This design comes from an exercise in tuning for a short achievable clock period and few clock cycles on the open sky130 flow, not from production work. Function was checked by simulation only, so behaviour that the tests miss may differ from the original. No activity file was given, so power comes from the tool's default toggle rates.

--- flow/constraint.sdc ---
create_clock -name core_clock -period 11.0 [get_ports {clk_i}]
set_input_delay 2.2000 -clock core_clock [delete_from_list [all_inputs] [get_ports {clk_i}]]
set_output_delay 2.2000 -clock core_clock [all_outputs]
set_load 0.01 [all_outputs]
--- flow/standard.sh ---
#!/bin/bash
# synth_recipe.tcl (not shown) runs the flow's synth.tcl, then flattens the netlist and writes it again
# the make line also repeats each setting of config.mk as NAME=value (left out here)
make -C /OpenROAD-flow-scripts/flow DESIGN_CONFIG=/design/flow/config.mk WORK_HOME=/design/flow/orfs CLKGATE_MAP_FILE= SYNTH_SCRIPT=/design/flow/synth_recipe.tcl "${@:-finish}"
--- flow/config.mk ---
export PLATFORM = sky130hd
export DESIGN_NAME = cpu
export DESIGN_NICKNAME = cpu
export VERILOG_FILES = /design/flow/design.v
export SDC_FILE = /design/flow/constraint.sdc
export NUM_CORES = 4
export LEC_CHECK = 0
export ABC_CLOCK_PERIOD_IN_PS = 3000
export CAP_MARGIN = 20
export CELL_PAD_IN_SITES_DETAIL_PLACEMENT = 1
export CORE_MARGIN = 2
export CORE_UTILIZATION = 30
export GPL_ROUTABILITY_DRIVEN = 1
export GPL_TIMING_DRIVEN = 1
export PLACE_DENSITY = 0.45
export SLEW_MARGIN = 20
export SYNTH_MEMORY_MAX_BITS = 4096
--- flow/design.v ---
module cpu (
    input  wire        clk_i,
    input  wire        rst_ni,
    input  wire [31:0] rdata_i,
    input  wire        irq_i,
    output wire [31:0] addr_o,
    output wire [31:0] wdata_o,
    output wire        we_o
);
  localparam [31:0] RESET_PC = 32'h80000000;
  reg  [31:0] addr_q;
  reg         we_q;
  reg  [31:0] wdata_q;
  reg         fetch_q;      
  reg         load_q;       
  reg  [ 4:0] m_rd_q;
  reg  [31:0] fp_q;         
  reg         halt_q;
  assign addr_o  = addr_q;
  assign we_o    = we_q;
  assign wdata_o = wdata_q;
  reg         d_v_q;
  reg  [31:0] d_pc_q;
  reg         d_pred_q;     
  reg         m_wen_q;      
  reg         l_wen_q;      
  reg  [ 4:0] l_rd_q;
  reg         wl_v_q;
  reg  [ 4:0] wl_rd_q;
  reg  [31:0] ldq;
  reg         wx_v_q;
  reg  [ 4:0] wx_rd_q;
  reg  [31:0] wb_q;         
  wire [31:0] rfv [0:31];
  assign rfv[0] = 32'b0;
  genvar gi;
  generate
    for (gi = 1; gi < 32; gi = gi + 1) begin : g_rf
      reg [31:0] r;
      always @(posedge clk_i) begin
        if (wx_v_q && wx_rd_q == gi) r <= wb_q;
        else if (wl_v_q && wl_rd_q == gi) r <= ldq;
      end
      assign rfv[gi] = r;
    end
  endgenerate
  reg  [31:0] mstatus_q, mtvec_q, mepc_q;
  reg         mie_q, mcause31_q, mcause11_q, mip_q;
  reg         x_v_q;
  reg         x_pred_q;
  reg  [31:0] x_pc_q;
  reg  [ 4:0] x_rd_q;
  reg         x_wr_q;        
  reg         x_ld_q, x_st_q, x_br_q, x_jal_q, x_jalr_q, x_mret_q, x_ebreak_q;
  reg  [31:0] opa_q, opb_q, sd_q;
  reg         x_sub_q, x_sra_q;
  reg         sel_add_q, sel_slt_q, sel_sltu_q, sel_xor_q, sel_or_q, sel_and_q;
  reg         sel_sll_q, sel_sr_q, sel_csr_q, sel_fix_q;
  reg  [31:0] fix_q;         
  reg  [31:0] ximm_q;        
  reg  [31:0] link_q;        
  reg  [ 5:0] csr_sel_q;     
  reg         csr_w_q, csr_s_q, csr_c_q;
  wire        r_v    = d_v_q;
  wire [31:0] ir     = rdata_i;
  wire [31:0] r_pc   = d_pc_q;
  wire        r_pred = d_pred_q;
  wire [ 6:0] opc   = ir[6:0];
  wire [ 4:0] r_rd  = ir[11:7];
  wire [ 2:0] r_f3  = ir[14:12];
  wire [ 4:0] r_rs1 = ir[19:15];
  wire [ 4:0] r_rs2 = ir[24:20];
  wire [ 6:0] r_f7  = ir[31:25];
  wire is_op   = opc == 7'b0110011;
  wire is_opi  = opc == 7'b0010011;
  wire is_lui  = opc == 7'b0110111;
  wire is_ld   = opc == 7'b0000011;
  wire is_st   = opc == 7'b0100011;
  wire is_br   = opc == 7'b1100011;
  wire is_jal  = opc == 7'b1101111;
  wire is_jalr = opc == 7'b1100111;
  wire is_sys  = opc == 7'b1110011;
  wire is_ebreak = is_sys && ir[31:20] == 12'h001 && r_f3 == 3'b000;
  wire is_mret   = is_sys && ir[31:20] == 12'h302 && r_f3 == 3'b000;
  wire is_csr    = is_sys && !is_ebreak && !is_mret;
  wire is_alu    = is_op | is_opi;
  wire use_rs1 = is_alu | is_ld | is_st | is_br | is_jalr | (is_csr & ~r_f3[2]);
  wire use_rs2 = is_op | is_st | is_br;
  wire wr_rd   = (is_alu | is_lui | is_ld | is_jal | is_jalr | is_csr) && r_rd != 5'd0;
  wire [31:0] imm_i = {{20{ir[31]}}, ir[31:20]};
  wire [31:0] imm_s = {{20{ir[31]}}, ir[31:25], ir[11:7]};
  wire [31:0] imm_b = {{19{ir[31]}}, ir[31], ir[7], ir[30:25], ir[11:8], 1'b0};
  wire [31:0] imm_j = {{11{ir[31]}}, ir[31], ir[19:12], ir[20], ir[30:21], 1'b0};
  wire [31:0] imm_u = {ir[31:12], 12'b0};
  reg  [31:0] rf_a, rf_b;
  integer k;
  always @(*) begin
    rf_a = 32'b0;
    rf_b = 32'b0;
    for (k = 1; k < 32; k = k + 1) begin
      rf_a = rf_a | ({32{r_rs1 == k}} & rfv[k]);
      rf_b = rf_b | ({32{r_rs2 == k}} & rfv[k]);
    end
  end
  wire wx_a = wx_v_q && wx_rd_q == r_rs1;
  wire wx_b = wx_v_q && wx_rd_q == r_rs2;
  wire wl_a = wl_v_q && wl_rd_q == r_rs1;
  wire wl_b = wl_v_q && wl_rd_q == r_rs2;
  function automatic hz(input [31:0] w, input [4:0] d);
    reg u1, u2, wr;
    begin
      u1 = w[6:0] == 7'b0110011 || w[6:0] == 7'b0010011 || w[6:0] == 7'b0000011 ||
           w[6:0] == 7'b0100011 || w[6:0] == 7'b1100011 || w[6:0] == 7'b1100111 ||
           (w[6:0] == 7'b1110011 && !w[14]);
      u2 = w[6:0] == 7'b0110011 || w[6:0] == 7'b0100011 || w[6:0] == 7'b1100011;
      wr = w[6:0] == 7'b0110011 || w[6:0] == 7'b0010011 || w[6:0] == 7'b0110111 ||
           w[6:0] == 7'b0000011 || w[6:0] == 7'b1101111 || w[6:0] == 7'b1100111 ||
           w[6:0] == 7'b1110011;
      hz = (u1 && w[19:15] == d) || (u2 && w[24:20] == d);
    end
  endfunction
  wire ldx_v = x_v_q && x_ld_q && x_wr_q;
  wire stall_d = (ldx_v && hz(rdata_i, x_rd_q)) || (m_wen_q && hz(rdata_i, m_rd_q));
  wire stall = stall_d;
  wire x_alu_wr = x_v_q && x_wr_q && !x_ld_q;
  wire fa = x_alu_wr && x_rd_q == r_rs1;
  wire fb = x_alu_wr && x_rd_q == r_rs2;
  wire [31:0] opa_n, opb_n, sd_n;    
  wire x_trap = x_v_q && mip_q && !halt_q;
  wire x_exec = x_v_q && !mip_q && !halt_q;
  wire [31:0] a  = opa_q;
  wire [31:0] b  = opb_q;
  wire [31:0] sd = sd_q;
  wire [31:0] asum = a + b;               
  wire [31:0] dif  = a - b;
  wire [31:0] sum  = x_sub_q ? dif : asum;
  wire [31:0] tgt_q = x_pc_q + ximm_q;    
  wire eq  = a == b;
  wire lts = $signed(a) < $signed(b);
  wire ltu = a < b;
  wire [31:0] sll = a << b[4:0];
  wire [31:0] sr  = $signed({x_sra_q & a[31], a}) >>> b[4:0];
  wire [31:0] csr_rd = ({32{csr_sel_q[0]}} & mstatus_q) |
                       ({32{csr_sel_q[1]}} & {20'b0, mie_q, 11'b0}) |
                       ({32{csr_sel_q[2]}} & mtvec_q) |
                       ({32{csr_sel_q[3]}} & mepc_q) |
                       ({32{csr_sel_q[4]}} & {mcause31_q, 19'b0, mcause11_q, 11'b0}) |
                       ({32{csr_sel_q[5]}} & {20'b0, mip_q, 11'b0});
  wire [31:0] x_res = ({32{sel_add_q}} & sum) |
                      {31'b0, (sel_slt_q & lts) | (sel_sltu_q & ltu)} |
                      ({32{sel_xor_q}} & (a ^ b)) |
                      ({32{sel_or_q}} & (a | b)) |
                      ({32{sel_and_q}} & (a & b)) |
                      ({32{sel_sll_q}} & sll) |
                      ({32{sel_sr_q}} & sr) |
                      ({32{sel_csr_q}} & csr_rd) |
                      ({32{sel_fix_q}} & fix_q);
  wire za    = is_csr && r_f3[2];         
  wire sa_x  = !za && fa;
  wire sa_wb = !za && !fa && wx_a;
  wire sa_wl = !za && !fa && !wx_a && wl_a;
  wire sa_rf = !za && !fa && !wx_a && !wl_a;
  assign opa_n = ({32{sa_x}} & x_res) | ({32{sa_wb}} & wb_q) | ({32{sa_wl}} & ldq) |
                 ({32{za}} & {27'b0, r_rs1}) | ({32{sa_rf}} & rf_a);
  wire ib    = !(is_op | is_br);          
  wire sb_x  = fb;
  wire sb_wb = !fb && wx_b;
  wire sb_wl = !fb && !wx_b && wl_b;
  wire sb_rf = !fb && !wx_b && !wl_b;
  assign sd_n  = ({32{sb_x}} & x_res) | ({32{sb_wb}} & wb_q) | ({32{sb_wl}} & ldq) |
                 ({32{sb_rf}} & rf_b);
  assign opb_n = ({32{!ib && sb_x}} & x_res) | ({32{!ib && sb_wb}} & wb_q) |
                 ({32{!ib && sb_wl}} & ldq) | ({32{!ib && sb_rf}} & rf_b) |
                 ({32{ib}} & (is_st ? imm_s : imm_i));
  reg  [5:0] bc_q;    
  reg        jal_q;
  wire taken = (bc_q[0] & eq) | (bc_q[1] & !eq) | (bc_q[2] & lts) | (bc_q[3] & !lts) |
               (bc_q[4] & ltu) | (bc_q[5] & !ltu);
  wire x_tk     = taken | jal_q;
  wire x_jr     = x_exec && x_jalr_q;
  wire x_mr     = x_exec && x_mret_q;
  wire x_eb     = x_exec && x_ebreak_q;
  wire red_tk   = x_trap | x_mr | x_jr | (x_exec & !x_pred_q);
  wire red_nt   = x_trap | x_mr | x_jr | (x_exec & x_pred_q);
  wire x_redir  = x_tk ? red_tk : red_nt;
  wire x_flush  = x_redir | x_eb;
  reg  [31:0] x_tgt_c;
  always @(*) begin
    if (x_trap)        x_tgt_c = {mtvec_q[31:2], 2'b00};
    else if (x_mret_q) x_tgt_c = mepc_q;
    else               x_tgt_c = {asum[31:2], 2'b00};
  end
  wire x_fix = x_trap | x_mret_q | x_jalr_q;
  wire [31:0] fa_tk = x_fix ? x_tgt_c : tgt_q;
  wire [31:0] fa_nt = x_fix ? x_tgt_c : link_q;
  wire x_mem = x_exec && (x_ld_q || x_st_q);
  wire x_wx  = x_exec && x_wr_q && !x_ld_q;    
  wire r_issue  = r_v && !stall && !halt_q && !x_flush;
  wire r_stall  = r_v && stall && !halt_q && !x_flush;
  reg         rp_q;
  reg  [31:0] rp_pc_q;
  wire fetch_next = !halt_q && !x_eb && !x_mem;
  reg  [1:0]  btb_v;
  reg  [31:0] btb_tag0, btb_tag1, btb_tgt0, btb_tgt1;
  reg         btb_rr;
  wire hit0 = btb_v[0] && btb_tag0 == addr_q;
  wire hit1 = btb_v[1] && btb_tag1 == addr_q;
  wire btb_hit = fetch_q && (hit0 || hit1);
  wire [31:0] seq_fa  = !fetch_q ? fp_q : hit0 ? btb_tgt0 : hit1 ? btb_tgt1 : addr_q + 32'd4;
  wire [31:0] seq2    = rp_q ? rp_pc_q : seq_fa;
  wire [31:0] nfa_tk  = red_tk ? fa_tk : seq2;
  wire [31:0] nfa_nt  = red_nt ? fa_nt : seq2;
  wire [31:0] next_fa = x_tk ? nfa_tk : nfa_nt;
  always @(posedge clk_i) begin
    if (!rst_ni) begin
      addr_q   <= RESET_PC;
      we_q     <= 1'b0;
      fetch_q  <= 1'b1;
      load_q   <= 1'b0;
      halt_q   <= 1'b0;
      d_v_q    <= 1'b0;
      rp_q     <= 1'b0;
      m_wen_q  <= 1'b0;
      l_wen_q  <= 1'b0;
      wl_v_q   <= 1'b0;
      wx_v_q   <= 1'b0;
      x_v_q    <= 1'b0;
    end else begin
      we_q    <= x_mem && x_st_q;
      load_q  <= x_mem && x_ld_q;
      fetch_q  <= fetch_next;
      addr_q   <= x_mem ? asum : next_fa;
      if (x_mem) fp_q <= x_pred_q ? link_q : seq2;
      if (x_eb) halt_q <= 1'b1;
      d_v_q <= fetch_q && !x_flush && !r_stall && !rp_q;
      rp_q  <= r_stall;
      m_wen_q <= x_mem && x_ld_q && x_wr_q;
      l_wen_q <= m_wen_q && !(x_wx && x_rd_q == m_rd_q);
      wl_v_q  <= l_wen_q && !(x_wx && x_rd_q == l_rd_q);
      wx_v_q <= x_wx;
      x_v_q <= r_issue;
    end
    d_pc_q   <= addr_q;
    rp_pc_q  <= d_pc_q;
    d_pred_q <= btb_hit;
    if (x_mem) wdata_q <= sd;
    m_rd_q  <= x_rd_q;
    l_rd_q  <= m_rd_q;
    wl_rd_q <= l_rd_q;
    ldq     <= rdata_i;
    wx_rd_q <= x_rd_q;
    if (x_exec && x_wr_q && !x_ld_q) wb_q <= x_res;
    begin
      x_pred_q   <= r_pred;
      x_pc_q     <= r_pc;
      x_rd_q     <= r_rd;
      x_wr_q     <= wr_rd;
      x_ld_q     <= is_ld;
      x_st_q     <= is_st;
      x_br_q     <= is_br;
      x_jal_q    <= is_jal;
      x_jalr_q   <= is_jalr;
      x_mret_q   <= is_mret;
      x_ebreak_q <= is_ebreak;
      bc_q       <= {6{is_br}} & {r_f3 == 3'b111, r_f3 == 3'b110, r_f3 == 3'b101,
                                  r_f3 == 3'b100, r_f3 == 3'b001, r_f3 == 3'b000};
      jal_q      <= is_jal;
      opa_q      <= opa_n;
      opb_q      <= opb_n;
      sd_q       <= sd_n;
      x_sub_q    <= is_op && r_f7 == 7'h20;
      x_sra_q    <= r_f7 == 7'h20;
      sel_add_q  <= is_alu && r_f3 == 3'b000;
      sel_slt_q  <= is_alu && r_f3 == 3'b010;
      sel_sltu_q <= is_alu && r_f3 == 3'b011;
      sel_xor_q  <= is_alu && r_f3 == 3'b100;
      sel_or_q   <= is_alu && r_f3 == 3'b110;
      sel_and_q  <= is_alu && r_f3 == 3'b111;
      sel_sll_q  <= is_alu && r_f3 == 3'b001;
      sel_sr_q   <= is_alu && r_f3 == 3'b101;
      sel_csr_q  <= is_csr;
      sel_fix_q  <= is_lui | is_jal | is_jalr;
      fix_q      <= is_lui ? imm_u : r_pc + 32'd4;
      link_q     <= r_pc + 32'd4;
      ximm_q     <= is_jal ? imm_j : imm_b;
      csr_sel_q  <= {ir[31:20] == 12'h344, ir[31:20] == 12'h342, ir[31:20] == 12'h341,
                     ir[31:20] == 12'h305, ir[31:20] == 12'h304, ir[31:20] == 12'h300};
      csr_w_q    <= is_csr && r_f3[1:0] == 2'b01;
      csr_s_q    <= is_csr && r_f3[1:0] == 2'b10;
      csr_c_q    <= is_csr && r_f3[1:0] == 2'b11;
    end
  end
  reg         ins_q;
  reg  [31:0] ins_pc_q, ins_tgt_q;
  always @(posedge clk_i) begin
    if (!rst_ni) begin
      ins_q  <= 1'b0;
      btb_v  <= 2'b00;
      btb_rr <= 1'b0;
    end else begin
      ins_q <= x_exec && x_br_q && taken && !x_pred_q;
      if (ins_q) begin
        btb_rr <= ~btb_rr;
        btb_v[btb_rr] <= 1'b1;
      end
    end
    ins_pc_q  <= x_pc_q;
    ins_tgt_q <= tgt_q;
    if (ins_q) begin
      if (btb_rr) begin btb_tag1 <= ins_pc_q; btb_tgt1 <= ins_tgt_q; end
      else        begin btb_tag0 <= ins_pc_q; btb_tgt0 <= ins_tgt_q; end
    end
  end
  wire cw = x_exec && csr_w_q;
  wire cs = x_exec && csr_s_q;
  wire cc = x_exec && csr_c_q;
  reg [31:0] n_mstatus, n_mtvec, n_mepc;
  reg        n_mie, n_mc31, n_mc11, n_mip;
  always @(*) begin
    n_mstatus = mstatus_q;
    n_mtvec   = mtvec_q;
    n_mepc    = mepc_q;
    n_mie     = mie_q;
    n_mc31    = mcause31_q;
    n_mc11    = mcause11_q;
    n_mip     = mip_q;
    if (cw) begin
      if (csr_sel_q[0]) n_mstatus = a | 32'h00001800;
      if (csr_sel_q[1]) n_mie = a[11];
      if (csr_sel_q[2]) n_mtvec = a;
      if (csr_sel_q[3]) n_mepc = a;
      if (csr_sel_q[4]) begin n_mc31 = a[31]; n_mc11 = a[11]; end
      if (csr_sel_q[5]) n_mip = a[11];
    end else if (cs) begin
      if (csr_sel_q[0]) n_mstatus = (mstatus_q | a) & 32'h00001888;
      if (csr_sel_q[1]) n_mie = mie_q | a[11];
      if (csr_sel_q[2]) n_mtvec = mtvec_q | a;
      if (csr_sel_q[3]) n_mepc = mepc_q | a;
      if (csr_sel_q[4]) begin n_mc31 = mcause31_q | a[31]; n_mc11 = mcause11_q | a[11]; end
      if (csr_sel_q[5]) n_mip = mip_q | a[11];
    end else if (cc) begin
      if (csr_sel_q[0]) n_mstatus = (mstatus_q & ~a) & 32'h00001888;
      if (csr_sel_q[1]) n_mie = mie_q & ~a[11];
      if (csr_sel_q[2]) n_mtvec = mtvec_q & ~a;
      if (csr_sel_q[3]) n_mepc = mepc_q & ~a;
      if (csr_sel_q[4]) begin n_mc31 = mcause31_q & ~a[31]; n_mc11 = mcause11_q & ~a[11]; end
      if (csr_sel_q[5]) n_mip = mip_q & ~a[11];
    end
    if (irq_i) n_mip = mstatus_q[3] & mie_q;
    if (x_trap) begin
      n_mepc       = x_pc_q;
      n_mstatus[7] = mstatus_q[3];
      n_mstatus[3] = 1'b0;
      n_mc31       = 1'b1;
      n_mc11       = 1'b1;
      n_mip        = 1'b0;
    end
    if (x_mr) n_mstatus[3] = mstatus_q[7];
  end
  always @(posedge clk_i) begin
    if (!rst_ni) begin
      mstatus_q  <= 32'h00001800;
      mie_q      <= 1'b0;
      mtvec_q    <= 32'b0;
      mepc_q     <= 32'b0;
      mcause31_q <= 1'b0;
      mcause11_q <= 1'b0;
      mip_q      <= 1'b0;
    end else begin
      mstatus_q  <= n_mstatus;
      mie_q      <= n_mie;
      mtvec_q    <= n_mtvec;
      mepc_q     <= n_mepc;
      mcause31_q <= n_mc31;
      mcause11_q <= n_mc11;
      mip_q      <= n_mip;
    end
  end
endmodule
module controller (
    input wire clk_i,
    input wire rst_ni,
    input wire [31:0] instruction_i,
    input wire ipending_i,
    output reg branch_op_o,
    output reg [31:0] imm_o,
    output reg ir_en_o,
    output reg pc_add_imm_o,
    output reg pc_en_o,
    output reg pc_sel_alu_o,
    output reg pc_sel_pc_base_o,
    output reg pc_sel_mtvec_o,
    output reg pc_sel_mepc_o,
    output reg rf_we_o,
    output reg sel_addr_o,
    output reg sel_b_o,
    output reg sel_mem_o,
    output reg sel_pc_o,
    output reg sel_imm_o,
    output reg sel_csr_o,
    output reg we_o,
    output reg csr_write_o,
    output reg csr_set_o,
    output reg csr_clear_o,
    output reg csr_interrupt_o,
    output reg csr_mret_o,
    output reg [5:0] alu_op_o
);
    reg [3:0]   current_state_r;
    reg [3:0]   next_state_r;
    reg  [1:0]  bits_5_and_4_alu_op_r;
    reg         special_bit_alu_op_r;
    reg  [2:0]  last_3_bits_alu_op_r;
    wire [ 2:0] func3_w;
    wire [ 6:0] func7_w;
    wire [11:0] imm_w;
    wire [ 6:0] op_code_w;
    assign func3_w   = instruction_i[14:12];
    assign func7_w   = instruction_i[31:25];
    assign imm_w     = instruction_i[31:20];
    assign op_code_w = instruction_i[ 6: 0];
    localparam FETCH_1            = 4'b0000;
    localparam FETCH_2            = 4'B0001;
    localparam DECODE             = 4'b0010;
    localparam U_TYPE_S           = 4'b0011;
    localparam R_TYPE_S           = 4'b0100;
    localparam S_TYPE_S           = 4'b0101;
    localparam I_TYPE_S           = 4'b0110;
    localparam BREAK_S            = 4'b0111;
    localparam B_TYPE_S           = 4'b1000;
    localparam J_TYPE_S           = 4'b1001;
    localparam JALR_S             = 4'b1010;
    localparam LOAD_1             = 4'b1011;
    localparam LOAD_2             = 4'b1100;
    localparam CSR_S              = 4'b1101;
    localparam INTERRUPT_RETURN_S = 4'b1110;
    localparam R_TYPE_OP = 7'b0110011;
    localparam I_TYPE_OP = 7'b0010011;
    localparam U_TYPE_OP = 7'b0110111;
    localparam S_TYPE_OP = 7'b0100011;
    localparam LOAD_OP   = 7'b0000011;
    localparam SYSTEM_OP = 7'b1110011;
    localparam B_TYPE_OP = 7'b1100011;
    localparam J_TYPE_OP = 7'b1101111;
    localparam JALR_OP   = 7'b1100111;
    always @(*) begin
        next_state_r = FETCH_1;
        case (current_state_r)
            FETCH_1: next_state_r = FETCH_2;
            FETCH_2: begin
                if (ipending_i) begin
                    next_state_r = FETCH_1;
                end else begin
                    next_state_r = DECODE;
                end
            end
            DECODE: begin
                case (op_code_w)
                    I_TYPE_OP: next_state_r = I_TYPE_S;
                    R_TYPE_OP: next_state_r = R_TYPE_S;
                    U_TYPE_OP: next_state_r = U_TYPE_S;
                    S_TYPE_OP: next_state_r = S_TYPE_S;
                    LOAD_OP:   next_state_r = LOAD_1;
                    SYSTEM_OP:  begin
                        if (imm_w == 1 && func3_w == 3'b0) begin
                            next_state_r = BREAK_S;
                        end else if (imm_w == 12'h302 && func3_w == 3'b0) begin
                            next_state_r = INTERRUPT_RETURN_S;
                        end else begin
                            next_state_r = CSR_S;
                        end
                    end
                    B_TYPE_OP: next_state_r = B_TYPE_S;
                    J_TYPE_OP: next_state_r = J_TYPE_S;
                    JALR_OP:   next_state_r = JALR_S;
                    default:   next_state_r = FETCH_1;
                endcase
            end
            I_TYPE_S: next_state_r = FETCH_2;
            R_TYPE_S: next_state_r = FETCH_2;
            U_TYPE_S: next_state_r = FETCH_2;
            LOAD_1:   next_state_r = LOAD_2;
            LOAD_2:   next_state_r = FETCH_1;
            S_TYPE_S: next_state_r = FETCH_1;
            BREAK_S:  next_state_r = BREAK_S;
            B_TYPE_S: next_state_r = FETCH_1;
            J_TYPE_S: next_state_r = FETCH_1;
            JALR_S:   next_state_r = FETCH_1;
            CSR_S:    next_state_r = FETCH_2;
            INTERRUPT_RETURN_S: next_state_r = FETCH_1;
            default:  next_state_r = FETCH_1;
        endcase
    end
    always @(posedge clk_i) begin
        if (!rst_ni) begin
            current_state_r <= FETCH_1;
        end else begin
            current_state_r <= next_state_r;
        end
    end
    always @(*) begin
        imm_o            = 32'b0;
        branch_op_o      = 1'b0;
        ir_en_o          = 1'b0;
        pc_add_imm_o     = 1'b0;
        pc_en_o          = 1'b0;
        pc_sel_alu_o     = 1'b0;
        pc_sel_pc_base_o = 1'b0;
        rf_we_o          = 1'b0;
        sel_addr_o       = 1'b0;
        sel_b_o          = 1'b0;
        sel_mem_o        = 1'b0;
        sel_pc_o         = 1'b0;
        sel_imm_o        = 1'b0;
        we_o             = 1'b0;
        sel_csr_o        = 1'b0;
        pc_sel_mepc_o    = 1'b0;
        pc_sel_mtvec_o   = 1'b0;
        csr_write_o      = 1'b0;
        csr_set_o        = 1'b0;
        csr_clear_o      = 1'b0;
        csr_interrupt_o  = 1'b0;
        csr_mret_o       = 1'b0;
        case (current_state_r)
            FETCH_1: begin
                we_o = 1'b0;
            end
            FETCH_2: begin
                pc_en_o = 1'b1;
                if (ipending_i) begin
                    csr_interrupt_o = 1'b1;
                    pc_sel_mtvec_o  = 1'b1;
                end else begin
                    ir_en_o = 1'b1;
                end
            end
            I_TYPE_S: begin
                imm_o   = { {20{imm_w[11]}}, imm_w };
                rf_we_o = 1'b1;
            end
            R_TYPE_S: begin
                rf_we_o = 1'b1;
                sel_b_o = 1'b1;
            end
            U_TYPE_S: begin
                imm_o     = instruction_i[31:12] << 12;
                rf_we_o   = 1'b1;
                sel_imm_o = 1'b1;
            end
            LOAD_1: begin
                imm_o = { {20{imm_w[11]}}, imm_w };
                sel_addr_o = 1'b1;
                we_o       = 1'b0;
            end
            LOAD_2: begin
                imm_o = { {20{imm_w[11]}}, imm_w };
                sel_addr_o = 1'b1;
                sel_mem_o  = 1'b1;
                rf_we_o    = 1'b1;
            end
            S_TYPE_S: begin
                imm_o = $signed({
                    {20{instruction_i[31]}},
                    instruction_i[31:25],
                    instruction_i[11: 7]
                });
                we_o       = 1'b1;
                sel_addr_o = 1'b1;
            end
            B_TYPE_S: begin
                imm_o = $signed({
                    {19{instruction_i[31]}},
                    instruction_i[31],
                    instruction_i[7],
                    instruction_i[30:25],
                    instruction_i[11:8],
                    1'b0
                });
                sel_b_o          = 1'b1;
                branch_op_o      = 1'b1;
                pc_add_imm_o     = 1'b1;
                pc_sel_pc_base_o = 1'b1;
            end
            J_TYPE_S: begin
                imm_o = $signed({
                    {11{instruction_i[31]}},
                    instruction_i[31],
                    instruction_i[19:12],
                    instruction_i[20],
                    instruction_i[30:21],
                    1'b0
                });
                rf_we_o          = 1'b1;
                sel_pc_o         = 1'b1;
                pc_en_o          = 1'b1;
                pc_add_imm_o     = 1'b1;
                pc_sel_pc_base_o = 1'b1;
            end
            JALR_S: begin
                imm_o = { {20{imm_w[11]}}, imm_w };
                pc_en_o      = 1'b1;
                pc_sel_alu_o = 1'b1;
                sel_pc_o     = 1'b1;
                rf_we_o      = 1'b1;
            end
            CSR_S: begin
                sel_csr_o = 1'b1;
                rf_we_o   = 1'b1;
                case (func3_w)
                    3'b001, 3'b101: csr_write_o = 1'b1;
                    3'b010, 3'b110: csr_set_o   = 1'b1;
                    3'b011, 3'b111: csr_clear_o = 1'b1;
                    default: begin
                    end
                endcase
                if (func3_w[2]) begin
                    sel_imm_o = 1'b1;
                    imm_o     = { 27'b0, instruction_i[19:15] };
                end else begin
                    sel_imm_o = 1'b0;
                    imm_o     = 32'b0;
                end
            end
            INTERRUPT_RETURN_S: begin
                csr_mret_o    = 1'b1;
                pc_sel_mepc_o = 1'b1;
                pc_en_o       = 1'b1;
            end
            default: begin
                imm_o            = 32'b0;
                branch_op_o      = 1'b0;
                ir_en_o          = 1'b0;
                pc_add_imm_o     = 1'b0;
                pc_en_o          = 1'b0;
                pc_sel_alu_o     = 1'b0;
                pc_sel_pc_base_o = 1'b0;
                rf_we_o          = 1'b0;
                sel_addr_o       = 1'b0;
                sel_b_o          = 1'b0;
                sel_mem_o        = 1'b0;
                sel_pc_o         = 1'b0;
                sel_imm_o        = 1'b0;
                we_o             = 1'b0;
                sel_csr_o        = 1'b0;
                pc_sel_mepc_o    = 1'b0;
                pc_sel_mtvec_o   = 1'b0;
                csr_write_o      = 1'b0;
                csr_set_o        = 1'b0;
                csr_clear_o      = 1'b0;
                csr_interrupt_o  = 1'b0;
                csr_mret_o       = 1'b0;
            end
        endcase
    end
    always @(*) begin
        bits_5_and_4_alu_op_r = 2'b0;
        special_bit_alu_op_r  = 1'b0;
        last_3_bits_alu_op_r  = 3'b0;
        case (op_code_w)
            R_TYPE_OP, I_TYPE_OP: begin
                case (func3_w)
                    3'b000:                 bits_5_and_4_alu_op_r = 2'b00;
                    3'b010, 3'b011:         bits_5_and_4_alu_op_r = 2'b01;
                    3'b100, 3'b110, 3'b111: bits_5_and_4_alu_op_r = 2'b10;
                    3'b001, 3'b101:         bits_5_and_4_alu_op_r = 2'b11;
                    default:                bits_5_and_4_alu_op_r = 2'b00;
                endcase
                if (func3_w == 3'b010 || func3_w == 3'b011) begin
                    last_3_bits_alu_op_r = func3_w << 1;
                end else begin
                    last_3_bits_alu_op_r = func3_w;
                end
                if (op_code_w == I_TYPE_OP && func3_w == 0) begin
                    special_bit_alu_op_r = 1'b0;
                end else if (func7_w == 7'h20) begin
                    special_bit_alu_op_r = 1'b1;
                end else if (bits_5_and_4_alu_op_r == 2'b01) begin
                    special_bit_alu_op_r = 1'b1;
                end else begin
                    special_bit_alu_op_r = 1'b0;
                end
            end
            B_TYPE_OP: begin
                bits_5_and_4_alu_op_r = 2'b01;
                special_bit_alu_op_r  = 1'b1;
                last_3_bits_alu_op_r  = func3_w;
            end
            default: begin
                bits_5_and_4_alu_op_r = 2'b00;
                special_bit_alu_op_r  = 1'b0;
                last_3_bits_alu_op_r  = 3'b000;
            end
        endcase
        alu_op_o = {
            bits_5_and_4_alu_op_r,
            special_bit_alu_op_r,
            last_3_bits_alu_op_r
        };
    end
endmodule
module ir (
    input  wire        clk_i,
    input  wire        enable_i,
    input  wire [31:0] d_i,
    output reg  [31:0] q_o
);
    always @(posedge clk_i) begin
        if (enable_i) begin
            q_o <= d_i;
        end
    end
endmodule
module register_file (
    input  wire        clk_i,
    input  wire [ 4:0] aa_i,
    input  wire [ 4:0] ab_i,
    input  wire [ 4:0] aw_i,
    input  wire        wren_i,
    input  wire [31:0] wrdata_i,
    output wire [31:0] a_o,
    output wire [31:0] b_o
);
  reg [31:0] reg_array_r[32];
  assign a_o = (aa_i == 5'b0) ? 32'b0 : reg_array_r[aa_i];
  assign b_o = (ab_i == 5'b0) ? 32'b0 : reg_array_r[ab_i];
  always @(posedge clk_i) begin
    if (wren_i && aw_i != 5'b0) begin
      reg_array_r[aw_i] <= wrdata_i;
    end
  end
endmodule
module mux2x32 (
    input  wire [31:0] a_i,
    input  wire [31:0] b_i,
    input  wire        sel_i,
    output reg  [31:0] o_o
);
    always @(*) begin
        o_o = 32'b0;
        if (sel_i) begin
            o_o = b_i;
        end else begin
            o_o = a_i;
        end
    end
endmodule
module mux4x32 (
    input  wire [31:0] a_i,
    input  wire [31:0] b_i,
    input  wire [31:0] c_i,
    input  wire [31:0] d_i,
    input  wire [ 1:0] sel_i,
    output wire [31:0] o_o
);
    assign o_o = (sel_i == 2'b00) ? a_i :
                 (sel_i == 2'b01) ? b_i :
                 (sel_i == 2'b10) ? c_i :
                 (sel_i == 2'b11) ? d_i :
                 32'b0;
endmodule
module alu (
    input  wire [31:0] a_i,
    input  wire [31:0] b_i,
    input  wire [ 5:0] op_i,
    output wire [31:0] result_o
);
  wire [31:0] addsub_result_w;
  wire        carry_w;
  wire        zero_w;
  wire        sub_w;
  assign sub_w = op_i[3];
  add_sub add_sub_unit (
      .a_i    (a_i),
      .b_i    (b_i),
      .sub_i  (sub_w),
      .carry_o(carry_w),
      .zero_o (zero_w),
      .r_o    (addsub_result_w)
  );
  wire comp_result_w;
  comparator comp_unit (
      .carry_i  (carry_w),
      .zero_i   (zero_w),
      .a_31_i   (a_i[31]),
      .b_31_i   (b_i[31]),
      .diff_31_i(addsub_result_w[31]),
      .op_i     (op_i[2:0]),
      .r_o      (comp_result_w)
  );
  wire [31:0] logic_result_w;
  logic_unit logic_unit (
      .a_i (a_i),
      .b_i (b_i),
      .op_i(op_i[2:0]),
      .r_o (logic_result_w)
  );
  wire [31:0] shift_result_w;
  wire        arithmetic_shift_w;
  assign arithmetic_shift_w = op_i[3];
  shift_unit shift_unit (
      .a_i         (a_i),
      .b_i         (b_i),
      .op_i        (op_i[2:0]),
      .arithmetic_i(arithmetic_shift_w),
      .r_o         (shift_result_w)
  );
  wire [31:0] comp_result_extended_w;
  assign comp_result_extended_w = {31'b0, comp_result_w};
  mux4x32 result_mux (
      .a_i  (addsub_result_w),
      .b_i  (comp_result_extended_w),
      .c_i  (logic_result_w),
      .d_i  (shift_result_w),
      .sel_i(op_i[5:4]),
      .o_o  (result_o)
  );
endmodule
module add_sub (
    input  wire [31:0] a_i,
    input  wire [31:0] b_i,
    input  wire        sub_i,
    output reg         carry_o,
    output reg         zero_o,
    output reg  [31:0] r_o
);
    wire [31:0] b_xor_w = b_i ^ {32{sub_i}};
    assign {carry_o, r_o} = {1'b0, a_i} + {1'b0, b_xor_w} + {32'b0, sub_i};
    assign zero_o = (r_o == 32'b0);
endmodule
module comparator (
    input  wire       a_31_i,
    input  wire       b_31_i,
    input  wire       diff_31_i,
    input  wire       carry_i,
    input  wire       zero_i,
    input  wire [2:0] op_i,
    output wire       r_o
);
    assign r_o = (op_i == 3'b000) ? zero_i  :
                 (op_i == 3'b001) ? ~zero_i :
                 (op_i == 3'b100) ? (( a_31_i & ~b_31_i) |
                                        ((a_31_i ~^ b_31_i)) &  diff_31_i) :
                 (op_i == 3'b101) ? ((~a_31_i &  b_31_i) |
                                        ((a_31_i ~^ b_31_i)) & ~diff_31_i) :
                 (op_i == 3'b110) ? (~carry_i & ~zero_i) :
                 (op_i == 3'b111) ? ( carry_i |  zero_i) :
                 1'b0;
endmodule
module logic_unit (
    input  wire [31:0] a_i,
    input  wire [31:0] b_i,
    input  wire [ 2:0] op_i,
    output reg [31:0] r_o
);
    assign r_o = (op_i == 3'b100) ? (a_i ^ b_i) :
                 (op_i == 3'b110) ? (a_i | b_i) :
                 (op_i == 3'b111) ? (a_i & b_i) :
                 32'b0;
endmodule
module shift_unit (
    input  wire [31:0] a_i,
    input  wire [31:0] b_i,
    input  wire [ 2:0] op_i,
    input  wire        arithmetic_i,
    output wire [31:0] r_o
);
    assign r_o = (op_i == 3'b001)                  ? (a_i << b_i[4:0]) :
                 (op_i == 3'b101 && ~arithmetic_i) ? (a_i >> b_i[4:0]) :
                 (op_i == 3'b101 &&  arithmetic_i) ? $signed(($signed(a_i) >>> b_i[4:0])) :
                 32'b0;
endmodule
module pc (
    input  wire        clk_i,
    input  wire        rst_ni,
    input  wire        en_i,
    input  wire        sel_alu_i,
    input  wire        sel_pc_base_i,
    input  wire        sel_mtvec_i,
    input  wire        sel_mepc_i,
    input  wire        add_imm_i,
    input  wire [31:0] imm_i,
    input  wire [31:0] alu_i,
    input  wire [31:0] mtvec_i,
    input  wire [31:0] mepc_i,
    output wire [31:0] addr_o
);
    reg [31:0] current_address_r;
    reg [31:0] next_address_r;
    localparam RESET_VALUE        = 32'h80000000;
    localparam MASK_LAST_TWO_BITS = 32'hfffffffc;
    always @(*) begin
        next_address_r = current_address_r;
        if (add_imm_i) begin
            next_address_r = current_address_r + imm_i;
        end else begin
            next_address_r = current_address_r + 4;
        end
    end
    always @(posedge clk_i) begin
        if (!rst_ni) begin
            current_address_r <= RESET_VALUE;
        end else if (en_i) begin
            if (sel_pc_base_i) begin
                current_address_r <= next_address_r - 4;
            end else if (sel_alu_i) begin
                current_address_r <= (alu_i & MASK_LAST_TWO_BITS);
            end else if (sel_mtvec_i) begin
                current_address_r <= (mtvec_i & MASK_LAST_TWO_BITS);
            end else if (sel_mepc_i) begin
                current_address_r <= mepc_i;
            end else begin
                current_address_r <= next_address_r;
            end
        end
    end
    assign addr_o = current_address_r;
endmodule
module csr (
    input  wire        clk_i,
    input  wire        rst_ni,
    input  wire [11:0] addr_i,
    input  wire [31:0] wdata_i,
    input  wire        irq_i,
    input  wire [31:0] pc_i,
    input  wire        write_i,
    input  wire        set_i,
    input  wire        clear_i,
    input  wire        interrupt_i,
    input  wire        mret_i,
    output wire [31:0] rdata_o,
    output wire [31:0] mtvec_o,
    output wire [31:0] mepc_o,
    output wire        ipending_o
);
  reg [31:0] mstatus_r, mie_r, mtvec_r, mepc_r, mcause_r, mip_r;
  reg [31:0] next_mstatus_r;
  reg [31:0] next_mie_r;
  reg [31:0] next_mtvec_r;
  reg [31:0] next_mepc_r;
  reg [31:0] next_mcause_r;
  reg [31:0] next_mip_r;
  localparam MSTATUS_ADDR = 12'h300;
  localparam MIE_ADDR     = 12'h304;
  localparam MTVEC_ADDR   = 12'h305;
  localparam MEPC_ADDR    = 12'h341;
  localparam MCAUSE_ADDR  = 12'h342;
  localparam MIP_ADDR     = 12'h344;
  localparam MSTATUS_MASK = 32'h00001888;
  localparam MIE_MASK     = 32'h00000800;
  localparam MCASUE_MASK  = 32'h80000800;
  localparam MIP_MASK     = 32'h00000800;
  localparam MSTATUS_RST  = 32'h00001800;
  always @(*) begin
    next_mstatus_r = mstatus_r;
    next_mie_r     = mie_r;
    next_mtvec_r   = mtvec_r;
    next_mepc_r    = mepc_r;
    next_mcause_r  = mcause_r;
    next_mip_r     = mip_r;
    if (write_i && !set_i && !clear_i) begin
      case (addr_i)
        MSTATUS_ADDR: begin
          next_mstatus_r = (wdata_i | MSTATUS_RST);
        end
        MIE_ADDR: begin
          next_mie_r = (wdata_i & MIE_MASK);
        end
        MTVEC_ADDR: begin
          next_mtvec_r = wdata_i;
        end
        MEPC_ADDR: begin
          next_mepc_r = wdata_i;
        end
        MCAUSE_ADDR: begin
          next_mcause_r = (wdata_i & MCASUE_MASK);
        end
        MIP_ADDR: begin
          next_mip_r = (wdata_i & MIP_MASK);
        end
        default: begin
        end
      endcase
    end else if (!write_i && set_i && !clear_i) begin
      case (addr_i)
        MSTATUS_ADDR: begin
          next_mstatus_r = ((wdata_i | mstatus_r) & MSTATUS_MASK);
        end
        MIE_ADDR: begin
          next_mie_r = ((wdata_i | mie_r) & MIE_MASK);
        end
        MTVEC_ADDR: begin
          next_mtvec_r = (wdata_i | mtvec_r);
        end
        MEPC_ADDR: begin
          next_mepc_r = (wdata_i | mepc_r);
        end
        MCAUSE_ADDR: begin
          next_mcause_r = ((wdata_i | mcause_r) & MCASUE_MASK);
        end
        MIP_ADDR: begin
          next_mip_r = ((wdata_i | mip_r) & MIP_MASK);
        end
        default: begin
        end
      endcase
    end else if (!write_i && !set_i && clear_i) begin
      case (addr_i)
        MSTATUS_ADDR: begin
          next_mstatus_r = ((mstatus_r & ~wdata_i) & MSTATUS_MASK);
        end
        MIE_ADDR: begin
          next_mie_r = ((mie_r & ~wdata_i) & MIE_MASK);
        end
        MTVEC_ADDR: begin
          next_mtvec_r = (mtvec_r & ~wdata_i);
        end
        MEPC_ADDR: begin
          next_mepc_r = (mepc_r & ~wdata_i);
        end
        MCAUSE_ADDR: begin
          next_mcause_r = ((mcause_r & ~wdata_i) & MCASUE_MASK);
        end
        MIP_ADDR: begin
          next_mip_r = ((mip_r & ~wdata_i) & MIP_MASK);
        end
        default: begin
        end
      endcase
    end
    if (irq_i) begin
      next_mip_r[11] = mstatus_r[3] & mie_r[11];
    end
    if (interrupt_i) begin
      next_mepc_r = pc_i;
      next_mstatus_r[7] = mstatus_r[3];
      next_mstatus_r[3] = 1'b0;
      next_mcause_r[31] = 1'b1;
      next_mcause_r[11] = 1'b1;
      next_mip_r[11]    = 1'b0;
    end
    if (mret_i) begin
      next_mstatus_r[3] = mstatus_r[7];
    end
  end
  always @(posedge clk_i) begin
    if (!rst_ni) begin
      mstatus_r <= MSTATUS_RST;
      mie_r     <= 32'h0;
      mtvec_r   <= 32'h0;
      mepc_r    <= 32'h0;
      mcause_r  <= 32'h0;
      mip_r     <= 32'h0;
    end else begin
      mstatus_r <= next_mstatus_r;
      mie_r     <= next_mie_r;
      mtvec_r   <= next_mtvec_r;
      mepc_r    <= next_mepc_r;
      mcause_r  <= next_mcause_r;
      mip_r     <= next_mip_r;
    end
  end
  assign rdata_o =
    addr_i == MSTATUS_ADDR ? mstatus_r :
    addr_i == MIE_ADDR     ? mie_r :
    addr_i == MTVEC_ADDR   ? mtvec_r :
    addr_i == MEPC_ADDR    ? mepc_r :
    addr_i == MCAUSE_ADDR  ? mcause_r :
    addr_i == MIP_ADDR     ? mip_r :
    32'h0;
  assign mtvec_o = mtvec_r;
  assign mepc_o  = mepc_r;
  assign ipending_o = mip_r != 32'b0;
endmodule
--- flow/flow/run.sh ---
#!/bin/bash
set -euo pipefail
bash standard.sh SETUP_SLACK_MARGIN=7.5 TNS_END_PERCENT=100 finish > flow_standard.log 2>&1
==> results.cfg, run 1 <==
[worst_setup_path]
cp_data_arrival_time_ps = 5380
end_kind = flip-flop
path_class = primary input to flip-flop
critPathMaxFanout = 16
worstPathRequired_ps = 11840
crit_path_start_kind = primary input

[clock_network]
clock_latency_ps = 970
clock-sinks = 1742
path_clk_slew_ps = 60
numCtsBuffers = 208
cts_tree = yes
cts_hold_buf = 0
clock_path_buffers = 4
cts_root_buf = clkbuf_16
clock_tree.htree_level_count = 4

[power]
seqPwrFrac_pct = 40.9
sw_frac_of_total_pct = 29.84
p_sw_mw = 5.378
power_mw = 18.03
power_leakage_nw = 43.15
ir_drop_uv = 154.4
internal_power_mw = 12.65
power_frac_comb_pct = 18.1
clkPwrFrac_pct = 41.0
power_density_nw_per_um2 = 146.9

[floorplanning]
core_area_um2 = 309100
dieArea_um2 = 315600
initial_core_util_pct = 30.19
die_w_um = 561.8
num_rows = 204
ios = 100
fp.dieH_um = 561.8

[timing]
tightest_slew_ps = 1395
setup_viol = 0
finalSetupTns_ps = 0
fin_crit_ps = 4538
fin_crit_sh_pct = 41.26
skew_ps = 69.77
finalHoldViolCount = 0
rsz0062_at_grt = true
slew_viol_final = 0
slew_headroom_pct = 6.978
fmax_mhz = 220.4

[final_layout]
fillers = 32390
multi_input_area_um2 = 48040
drive_gt1_share_pct = 38.85
seq_area_um2 = 47230
nNetsFinal = 9074
syn_to_final_growth_pct = 31.50

[global_routing]
grt_pass1_wl_um = 817100
first_global_vias = 86340
antenna_found_initial = 71
grt_start_max_net_pins = 65
grt-ovfl-total = 0
track_usage_pct = 38.15

[logic_synthesis]
synth_top_flop_cell = edfxtp_1
synth_cell_types = 111
synthArstFlopShare_pct = 0
synth_edf_count = 1214
avgSynthCellArea_um2 = 11.21
ys_warn_count = 1
seq_area_frac_synth_pct = 50.39
syn_nets = 8493
synthCells = 8326
ys_ff_latch = 1742
synth_area_um2 = 93330

[routing]
vias_per_cell = 6.921
finalWirelength_um = 630100
routed-via-count = 91760
drt_first_pass_iters = 11
avgRoutedWirePerCell_um = 47.52
ant_nets = 0
drc = 0
dr.first_iter.drc_count = 17030

[run_status]
status = complete, no violations

[placement]
gp_congestion = 0.9687
port-buffer-count = 99
hpwl_um = 362600

[min_path]
hp-class = flip-flop to flip-flop

[flow_run]
drv_cap = 0
[layer usage]
metal	vias up	track usage, %	part of all wire [%]
li1	33450	-	-
met1	46550	45.93	36
met2	8721	53.80	40
met3	3013	16.07	14
met4	32	28.60	9.6
met5	-	0.6627	0.073
[worst max-delay path, stage by stage]
cell and delay (ps):
buf_16 130, buf_16 160, buf_12 140, nand2_8 70, buf_6 140, buf_12 110, nor2_4 50, buf_8 230
a22oi_1 190, nand3_1 110, nor3_2 250, nand3_2 190, o211ai_1 710, a21oi_1 240, a21o_1 240, a21o_1 170
[cells in the mapped netlist, types with 15 or more instances]
library cell / n / area (µm²)
edfxtp_1: 1214 / 36450
mux2_2: 1043 / 11750
clkbuf_1: 701 / 2631
a22oi_1: 631 / 4737
dfxtp_1: 528 / 10570
nor2_1: 500 / 1877
nand2_1: 444 / 1667
o21ai_0: 386 / 1932
a21oi_1: 279 / 1396
nand3_1: 198 / 991.0
inv_1: 163 / 611.8
xnor2_1: 158 / 1384
a221oi_1: 155 / 1358
mux2i_1: 133 / 1331
nand4_1: 133 / 832.1
ha_1: 129 / 1614
nor3_1: 123 / 615.6
a22o_1: 119 / 1042
a222oi_1: 85 / 850.8
xor2_1: 85 / 744.5
buf_1: 81 / 304.0
a211oi_1: 80 / 600.6
a21boi_0: 76 / 570.6
a221o_1: 62 / 620.6
o211ai_1: 55 / 412.9
a21o_1: 48 / 360.4
mux4_2: 47 / 1059
o22ai_1: 46 / 287.8
buf_2: 42 / 210.2
nand2b_1: 41 / 256.5
and2_1: 38 / 237.7
and3_1: 34 / 212.7
a31oi_1: 33 / 206.5
o21a_1: 33 / 247.7
nor2b_1: 32 / 200.2
nor4_1: 32 / 200.2
or3_1: 32 / 200.2
o2111ai_1: 31 / 271.5
o21bai_1: 23 / 172.7
o221ai_1: 23 / 201.4
o31ai_1: 16 / 120.1
or2_2: 15 / 93.84
[final timing paths]
path	from	to	slack, ps	cells past startpoint
max	rdata_i[20]	opb_q[16]$_DFF_P_	6460	16
min reg2reg	d_pred_q$_DFF_P_	x_pred_q$_DFF_P_	340	0
min	d_pred_q$_DFF_P_	x_pred_q$_DFF_P_	340	0
max reg2reg	opa_q[14]$_DFF_P_	addr_q[6]$_SDFF_PN0_	6900	16
[stage by stage]
step	util (%)	hold WS [ps]	instances	area (µm²)	setup slack [ps]
finish	39.70	342.9	13260	122700	6462
global route	39.66	347.9	13210	122600	6520
CTS	38.61	339.3	13030	119300	6782
detailed placement	32.53	317.8	12040	100500	4013
global placement	32.49	314.5	12040	100400	3980
floorplan	-	309.6	8326	95200	6657
[sequential cells by signal, summed over array words and instances, names as in the netlist, 32 cells and up, named ones only]
name	count
btb_tag1	32
btb_tag0	32
ins_tgt_q	32
d_pc_q	32
wb_q	32
opa_q	32
link_q	32
opb_q	32
fix_q	32
addr_q	32
fp_q	32
g_rf.r	992
wdata_q	32
sd_q	32
[logic make-up after synthesis]
kind of cell             count (synthesis)  share of synthesized area (%)
adder cells (fa/ha/maj)                132                          1.794
flip-flops                            1742                          50.39
multiplexers                          1225                          15.19
AND/OR/NAND/NOR                       1695                          8.621
XOR/XNOR                               243                          2.280
AO/OA/AOI/OAI                         2286                          17.57
buffers and inverters                 1003                          4.167
[placed cells by master, fill, tap and decap left out, types with 90 or more instances in the layout]
| cell type | instances |
|---|---|
| edfxtp_1 | 1214 |
| mux2_2 | 1040 |
| buf_4 | 605 |
| a22oi_1 | 554 |
| dfxtp_1 | 454 |
| nand2_1 | 409 |
| nor2_1 | 402 |
| o21ai_0 | 300 |
| clkbuf_16 | 221 |
| a21oi_1 | 218 |
| buf_12 | 194 |
| buf_6 | 193 |
| nand3_1 | 173 |
| inv_1 | 146 |
| xnor2_1 | 141 |
| nand4_1 | 133 |
| mux2i_1 | 131 |
| a22o_1 | 119 |
| ha_1 | 90 |
[cell type report]
class / instances / area share (%)
multi-input cells: 5588 / 39.14
flip-flops and latches: 1742 / 38.49
repair buffers: 1197 / 11.75
clock buffers: 280 / 4.738
well taps: 4120 / 4.200
clock inverters: 103 / 0.9542
inverters: 166 / 0.5740
diodes: 59 / 0.1203
repair inverters: 4 / 0.03466
[power by group through the flow]
stage | Sequential, mW | Clock, mW | Combinational, mW
2_1_floorplan | 7.41 | 0 | 1.36
3_3_place_gp | 7.53 | 0 | 2.27
3_5_place_dp | 7.53 | 0 | 2.30
4_1_cts | 7.38 | 7.37 | 2.96
5_1_grt | 7.39 | 7.61 | 3.31
6_report | 7.38 | 7.39 | 3.26
[timing repair]
item / in CTS / in global routing
resized for setup: 1576 / 357
pin swaps: 371 / 275
endpoints found under the setup margin: 918 / 482
cloned: 55 / 4
setup buffers: 552 / 155
Testbench counts, summed over its fixed seeds: cycles 79,157.
==> run 2: changes to the inputs <==
--- a/flow/design.v
+++ b/flow/design.v
@@ -105,6 +105,4 @@
   wire wx_a = wx_v_q && wx_rd_q == r_rs1;
   wire wx_b = wx_v_q && wx_rd_q == r_rs2;
-  wire wl_a = wl_v_q && wl_rd_q == r_rs1;
-  wire wl_b = wl_v_q && wl_rd_q == r_rs2;
   function automatic hz(input [31:0] w, input [4:0] d);
     reg u1, u2, wr;
@@ -121,5 +119,6 @@
   endfunction
   wire ldx_v = x_v_q && x_ld_q && x_wr_q;
-  wire stall_d = (ldx_v && hz(rdata_i, x_rd_q)) || (m_wen_q && hz(rdata_i, m_rd_q));
+  wire stall_d = (ldx_v && hz(rdata_i, x_rd_q)) || (m_wen_q && hz(rdata_i, m_rd_q)) ||
+                 (wl_v_q && hz(rdata_i, wl_rd_q));
   wire stall = stall_d;
   wire x_alu_wr = x_v_q && x_wr_q && !x_ld_q;
@@ -159,17 +158,15 @@
   wire sa_x  = !za && fa;
   wire sa_wb = !za && !fa && wx_a;
-  wire sa_wl = !za && !fa && !wx_a && wl_a;
-  wire sa_rf = !za && !fa && !wx_a && !wl_a;
-  assign opa_n = ({32{sa_x}} & x_res) | ({32{sa_wb}} & wb_q) | ({32{sa_wl}} & ldq) |
+  wire sa_rf = !za && !fa && !wx_a;
+  assign opa_n = ({32{sa_x}} & x_res) | ({32{sa_wb}} & wb_q) |
                  ({32{za}} & {27'b0, r_rs1}) | ({32{sa_rf}} & rf_a);
   wire ib    = !(is_op | is_br);          
   wire sb_x  = fb;
   wire sb_wb = !fb && wx_b;
-  wire sb_wl = !fb && !wx_b && wl_b;
-  wire sb_rf = !fb && !wx_b && !wl_b;
-  assign sd_n  = ({32{sb_x}} & x_res) | ({32{sb_wb}} & wb_q) | ({32{sb_wl}} & ldq) |
+  wire sb_rf = !fb && !wx_b;
+  assign sd_n  = ({32{sb_x}} & x_res) | ({32{sb_wb}} & wb_q) |
                  ({32{sb_rf}} & rf_b);
   assign opb_n = ({32{!ib && sb_x}} & x_res) | ({32{!ib && sb_wb}} & wb_q) |
-                 ({32{!ib && sb_wl}} & ldq) | ({32{!ib && sb_rf}} & rf_b) |
+                 ({32{!ib && sb_rf}} & rf_b) |
                  ({32{ib}} & (is_st ? imm_s : imm_i));
   reg  [5:0] bc_q;    
==> results.cfg, run 2 <==
[routing]
drc = 0
routed-via-count = 88780
ant_nets = 0
drt_first_pass_iters = 9
vias_per_cell = 6.869
avgRoutedWirePerCell_um = 48.78
finalWirelength_um = 630400
dr.first_iter.drc_count = 15610

[final_layout]
largest_reg_flops = 992
final_cell_mix = edfxtp_1, mux2_2, buf_4
post-route-util_pct = 39.35
final_common_cell = edfxtp_1
drive_gt1_share_pct = 38.98
largest_register = g_rf.r
syn_to_final_growth_pct = 30.61
nNetsFinal = 8750

[logic_synthesis]
synth_compound_gate_area_share_pct = 17.43
synth_top_area_cell = edfxtp_1
synthCells = 8089
synth.area.top_cells = edfxtp_1, mux2_2, dfxtp_1, a22oi_1, clkbuf_1
synth_top_family_by_area = compound AO/OA/AOI/OAI gates
synth-simple-area-share_pct = 8.105
avgSynthCellArea_um2 = 11.38
synthXorXnorAreaFrac_pct = 2.312
synthMuxAreaShare_pct = 15.21
yosysMostFrequentCell = edfxtp_1
netlist.area_leader.share_pct = 39.60
seq_area_frac_synth_pct = 51.08
synth_common_cells = edfxtp_1, mux2_2, clkbuf_1
ys_warn_count = 1
synthArstFlopShare_pct = 0
synthAdderAreaFrac_pct = 1.819
synth_edf_count = 1214
synth_cell_types = 96
synth_top_flop_cell = edfxtp_1
ys_ff_latch = 1742
syn_nets = 8256
synth_area_um2 = 92060

[clock_network]
numCtsBuffers = 214
cts_hold_buf = 0
clock_path_buffers = 4
clock_tree.htree_level_count = 4
clock_latency_ps = 1000
path_clk_slew_ps = 60
clock-sinks = 1742
cts_tree = yes
cts_root_buf = clkbuf_16

[floorplanning]
dieArea_um2 = 311300
initial_core_util_pct = 30.13
core_area_um2 = 305600
fp.dieH_um = 558.0
num_rows = 203
ios = 100
die_w_um = 558.0

[flow_run]
drv_cap = 0

[timing]
slew_viol_final = 0
skew_ps = 124.7
fmax_mhz = 228.0
setup_viol = 0
fin_crit_sh_pct = 39.88
rsz0062_at_grt = true
fin_crit_ps = 4387
tightest_slew_ps = 1336
finalSetupTns_ps = 0
finalHoldViolCount = 0
slew_headroom_pct = 10.93

[min_path]
hp-class = flip-flop to flip-flop

[worst_setup_path]
cp_slowest_cell = or4_4
r2r_slack_ps = 6610
critPathMaxFanout = 4
crit_chain = inv_2 > ha_4 > or4_4 > nor3_4 > and2_4 > and4_4 > mux2_4 > and4b_4 > o21ba_4 > buf_6 > buf_4 > nor2_4 > o221ai_2 > o221ai_1 > a221oi_1
worstPathRequired_ps = 11800
cp_data_arrival_time_ps = 5190
crit_path_start_kind = flip-flop
slowest_delay_ps = 500
end_kind = flip-flop
path_class = flip-flop to flip-flop

[global_routing]
grt-ovfl-total = 0
first_global_vias = 83240
grt_start_max_net_pins = 68
antenna_found_initial = 74
grt_pass1_wl_um = 804800
track_usage_pct = 38.54

[power]
ir_drop_uv = 119.0
power_leakage_nw = 41.92
power_density_nw_per_um2 = 148.8

[placement]
port-buffer-count = 99
gp_congestion = 0.9651
hpwl_um = 365800

[run_status]
status = complete, no violations
run 2: changes by cell type after synthesis, sizes merged, moves of 37 or more:
cell	change
a22oi	-243
nand2	-85
a221o	-51
a221oi	+131
nand3	-50
nor2	+37
mux2i	-37
a21boi	-71
a21oi	+73
a22o	+125
run 2: cell families (layout without fill, tap and decap cells):
group           Yosys count  count (layout)
compound gates         2214            2216
simple gates           1585            1588
buf+inv                 968            1635
other cells               0              64
mux                    1205            1205
xor+xnor                243             243
fa+ha+maj               132             132
flops                  1742            1742
run 2: cell type report:
| cell class | instances | area, µm² |
|---|---|---|
| diodes | 64 | 160.2 |
| well taps | 4100 | 5130 |
| inverters | 142 | 573.1 |
| repair buffers | 1099 | 13170 |
| fillers | 31940 | 185300 |
| multi-input cells | 5384 | 46830 |
| flip-flops and latches | 1742 | 47270 |
| clock buffers | 290 | 5964 |
| clock inverters | 104 | 1136 |
run 2: final timing paths:
kind / from / end / cells after the start
min reg2reg: d_pred_q$_DFF_P_ / x_pred_q$_DFF_P_ / 0
min: d_pred_q$_DFF_P_ / x_pred_q$_DFF_P_ / 0
max reg2reg: opa_q[19]$_DFF_P_ / addr_q[30]$_SDFF_PN0_ / 15
max: opa_q[19]$_DFF_P_ / addr_q[30]$_SDFF_PN0_ / 15
run 2: report_power, final:
group | internal, mW | switching (mW)
clock | 4.25 | 3.16
combinational | 1.18 | 1.82
sequential | 7.20 | 0.294
total | 12.6 | 5.27
run 2: routing by layer:
layer  global-route usage, %  part of all wire [%]
met5                   1.760                  0.11
met4                   24.70                   8.1
met3                   15.70                    14
met2                   53.02                    40
met1                   49.28                    38
run 2: stage by stage:
stage               hold slack [ps]  instances  setup WS, ps  area (µm²)  power (mW)
global route                  344.5      12870          6627      120100       18.21
detailed placement            315.0      11760          4264       99590       9.821
global placement              319.4      11750          4094       99450       9.796
floorplan                     309.6       8089          6869       94880       8.804
finish                        329.5      12930          6613      120200       17.90
CTS                           333.9      12690          6740      117000       17.61
run 2: critical path: cells and delay by family (launching register included):
| kind | cells | cell delay [ps] |
|---|---|---|
| mux | 1 | 330 |
| compound gates | 4 | 930 |
| buf+inv | 3 | 340 |
| flops | 1 | 470 |
| simple gates | 6 | 1820 |
| fa+ha+maj | 1 | 260 |
run 2: repair_timing:
action                     in CTS  in global routing
buffers inserted              493                135
cloned                         47                 15
pin swaps                     350                266
gates resized for setup      1388                267
setup endpoints to repair     878                433
hold endpoints to repair        0                  0
Testbench counts of run 2, summed over its fixed seeds: cycles 79,646.

## port drivers added, routing unchanged
In the flow no input, the clock included, has a driving cell. The finished layouts below were timed again as built, in two steps.
Step 1, drivers: a clkbuf_16 drives clk_i and a buf_2 each remaining input, both assumed.
Step 2 times the ports against the registers' clock, not the clock port: input delays grow and output delays shrink by t, the midpoint of the rising clock arrivals with the driver on.
a / b / c = ideal ports / drivers / drivers and shift; a / b = the first two.
run | t, ns | setup WS [ns] | slew at the worst register clock pin (ns) | worst data-port slew with drivers (ns)
run 1 | 1.044 | 6.462 / 6.244 / 5.200 | 0.08 / 0.08 | 0.50
run 2 | 1.045 | 6.613 / 6.613 / 5.651 | 0.07 / 0.07 | 0.20
After both steps every run listed still meets setup and hold. The setup slack of run 1, which loses most, moves by -0.218 ns with the drivers and by -1.262 ns with both steps.
